From an optimization exercise on the open Yosys and OpenROAD flow, aimed at small area; shortcuts taken in it are not production practice.
The RTL was checked by simulation tests, not by an equivalence proof against the original design.
Power figures rest on the tool's default switching activity, not on a simulated workload.

Design ps2_top_level, start of the top module:
module ps2_top_level(
    input logic clk, rst, psClk, data,
    output logic vs, hs,
    output logic[3:0] r, g, b
);
logic en, odd, yinc, upd, vstall;
logic[9:0] x, y, u;
logic[8:0] v;
logic L, R, U, D;
logic[1:0] col;
half_clock hc (.oldclk(clk), .rst(rst), .newclk(en), .odd(odd));
XYCounter c (.clk(clk), .rst(rst), .en(en), .odd(odd), .vs(vs), .hs(hs),
             .yinc(yinc), .upd(upd), .vstall(vstall), .x(x), .y(y));
ps2 P (.sysclk(clk), .rst(rst), .clk(psClk), .data(data),
       .L(L), .R(R), .U(U), .D(D));
box_controller box (.clk(clk), .rst(rst), .odd(odd), .yinc(yinc), .upd(upd), .vstall(vstall),
                    .L(L), .R(R), .U(U), .D(D), .u(u), .v(v), .col(col));
Drawer d (.clk(clk), .rst(rst), .en(en), .u(u), .v(v), .col(col),
          .r(r), .g(g), .b(b));
endmodule
Size: about 330 cells after synthesis, roughly 59 flip-flops, about 18 I/O pins, ~0.0027 mm2 of cells after synthesis.
==> module Drawer, before the edit <==
module Drawer(
    input  logic clk,
    input  logic rst,
    input  logic en,
    input  logic[9:0] u,
    input  logic[8:0] v,
    input  logic[1:0] col,
    output logic[3:0] r, g, b
);
wire inx = u[9] & u[7] & u[6] & (~u[5] | (~u[4] & (~u[3] | ~(u[2] | u[1] | u[0]))));
wire iny = ~(v[8] | v[7] | v[6]) & (~v[5] | (~v[4] & (~v[3] | ~(v[2] | v[1] | v[0]))));
logic on;
always_ff @(posedge clk)
    if (rst | en) on <= ~rst & inx & iny;
assign r = {4{on & ~col[1] & ~col[0]}};
assign g = {4{on & col[1]}};
assign b = {4{on & col[0]}};
endmodule
Settings: LEC_CHECK=0, CAP_MARGIN=20, CORE_MARGIN=2, CORE_UTILIZATION=40, CTS_BUF_LIST=sky130_fd_sc_hd__clkbuf_4, CTS_CLUSTER_DIAMETER=200, CTS_CLUSTER_SIZE=25, SLEW_MARGIN=20; clock period 20.0 ns.
standard.sh (not shown) runs the stock make flow with config.mk's settings and CLKGATE_MAP_FILE= SYNTH_SCRIPT=/design/flow/synth_recipe.tcl, a recipe that flattens the netlist after the stock synthesis.
==> flow/flow/run.sh <==
#!/bin/bash
# Layout flow: the standard flow (standard.sh), with these changes:
#  - synthesis maps the logic with area-oriented ABC scripts and lets ABC
#    map the adders too (no separate half-adder mapping).  A few ABC scripts
#    are tried and the one giving the smallest cell area is used.  The
#    registers are the standard synthesis's: dfflibmap makes them before ABC
#    runs, and ABC only maps the logic between them;
#  - the port buffers are sky130_fd_sc_hd__buf_1;
#  - clock tree synthesis uses clkbuf_4 and no dummy loads.
# Each step's full output goes to a log file in the work folder.
set -euo pipefail
W=$PWD
declare -A ABC
ABC[a]='&get -n\n&st\n&dch -f\n&nf -a\n&put\ntopo\n'
ABC[b]='&get -n\n&st\n&dch -f\n&nf -a -F 20 -A 20\n&put\ntopo\n'
ABC[c]='strash\ndc2\ndch -f\namap -m\ntopo\n'
ABC[d]='&get -n\n&st\n&dch\n&nf -a\n&put\ntopo\n'
best=""
best_area=""
for k in a b c d; do
  T="$W/try_$k"
  mkdir -p "$T"
  cp -r "$FLOW_HOME/scripts" "$T/scripts"
  printf "${ABC[$k]}" > "$T/scripts/abc_speed.script"
  if bash standard.sh WORK_HOME="$T/orfs" SCRIPTS_DIR="$T/scripts" ADDER_MAP_FILE= synth > "$W/flow_synth_try_$k.log" 2>&1; then
    a=$(awk '/Chip area for module/ {print $NF; exit}' "$T"/orfs/reports/*/ps2_top_level/base/synth_stat.txt)
    echo "ABC script $k: area $a" >> "$W/flow_choice.log"
    if [[ -n "$a" ]] && { [[ -z "$best_area" ]] || awk -v x="$a" -v y="$best_area" 'BEGIN{exit !(x < y)}'; }; then
      best=$k; best_area=$a
    fi
  fi
done
echo "chosen: $best ($best_area)" >> "$W/flow_choice.log"
bash standard.sh SCRIPTS_DIR="$W/try_$best/scripts" ADDER_MAP_FILE= synth > "$W/flow_synth.log" 2>&1
rm -rf "$W"/try_*/orfs
bash standard.sh BUFFER_PORTS_ARGS="-buffer_cell sky130_fd_sc_hd__buf_1" \
  CTS_ARGS="-sink_clustering_enable -repair_clock_nets -buf_list sky130_fd_sc_hd__clkbuf_4 -sink_clustering_size 25 -sink_clustering_max_diameter 200 -dont_use_dummy_load" \
  finish > "$W/flow_layout.log" 2>&1
Then changed:
--- a/flow/design.v
+++ b/flow/design.v
@@ -175,9 +175,9 @@
 wire inx = u[9] & u[7] & u[6] & (~u[5] | (~u[4] & (~u[3] | ~(u[2] | u[1] | u[0]))));
 wire iny = ~(v[8] | v[7] | v[6]) & (~v[5] | (~v[4] & (~v[3] | ~(v[2] | v[1] | v[0]))));
 logic on;
 always_ff @(posedge clk)
-    if (rst | en) on <= ~rst & inx & iny;
+    on <= ~rst & inx & iny;
 assign r = {4{on & ~col[1] & ~col[0]}};
 assign g = {4{on & col[1]}};
 assign b = {4{on & col[0]}};
 endmodule
=>
- via count is higher by 1.5%
- count of clock-buffer cells in the layout stays the same
- wire length is higher by 0.88%
- fmax is lower by 4.7%
- sequential share of layout area is lower by 0.23 points
- hold slack degrades by 0.020 ns
- die area is unchanged
- non-clock buffer count is lower by 1
- global-route usage is higher by 1.0 points
- design area barely changes
- worst setup slack degrades by 0.28 ns
- total power is lower by 0.64%

## afterwards: timing with drivers on the ports
The flow's constraints put no driver on any port. The routed layouts listed below were extracted and timed again, unchanged, in two steps.
Step 1 (the two cells are an assumption about what drives the block):
set clk [get_ports {clk}]
set_driving_cell -lib_cell sky130_fd_sc_hd__clkbuf_16 $clk
set_driving_cell -lib_cell sky130_fd_sc_hd__buf_2 [delete_from_list [all_inputs] $clk]
Step 2 moves the port delays by t, midway between the first and last clock arrival at a register: inputs arrive t later, outputs are due t later. That takes back most of the time a late clock gives input paths.
a / b / c = ideal / step 1 / step 2; a / b = the first two.
run | t (ns) | setup WS [ns] | hold slack, ns | worst setup path at the end | pins driven straight from the clock port
the first run | 0.405 | 14.198 / 14.173 / 14.043 | 0.470 / 0.470 / 0.470 | input to register | 1
the second run | 0.419 | 13.915 / 13.915 / 13.496 | 0.450 / 0.450 / 0.450 | input to register | 1
After both steps setup and hold are still met in every run listed. For the second run, which loses most, drivers alone change the setup slack by 0.000 ns; drivers and shift together by -0.419 ns.
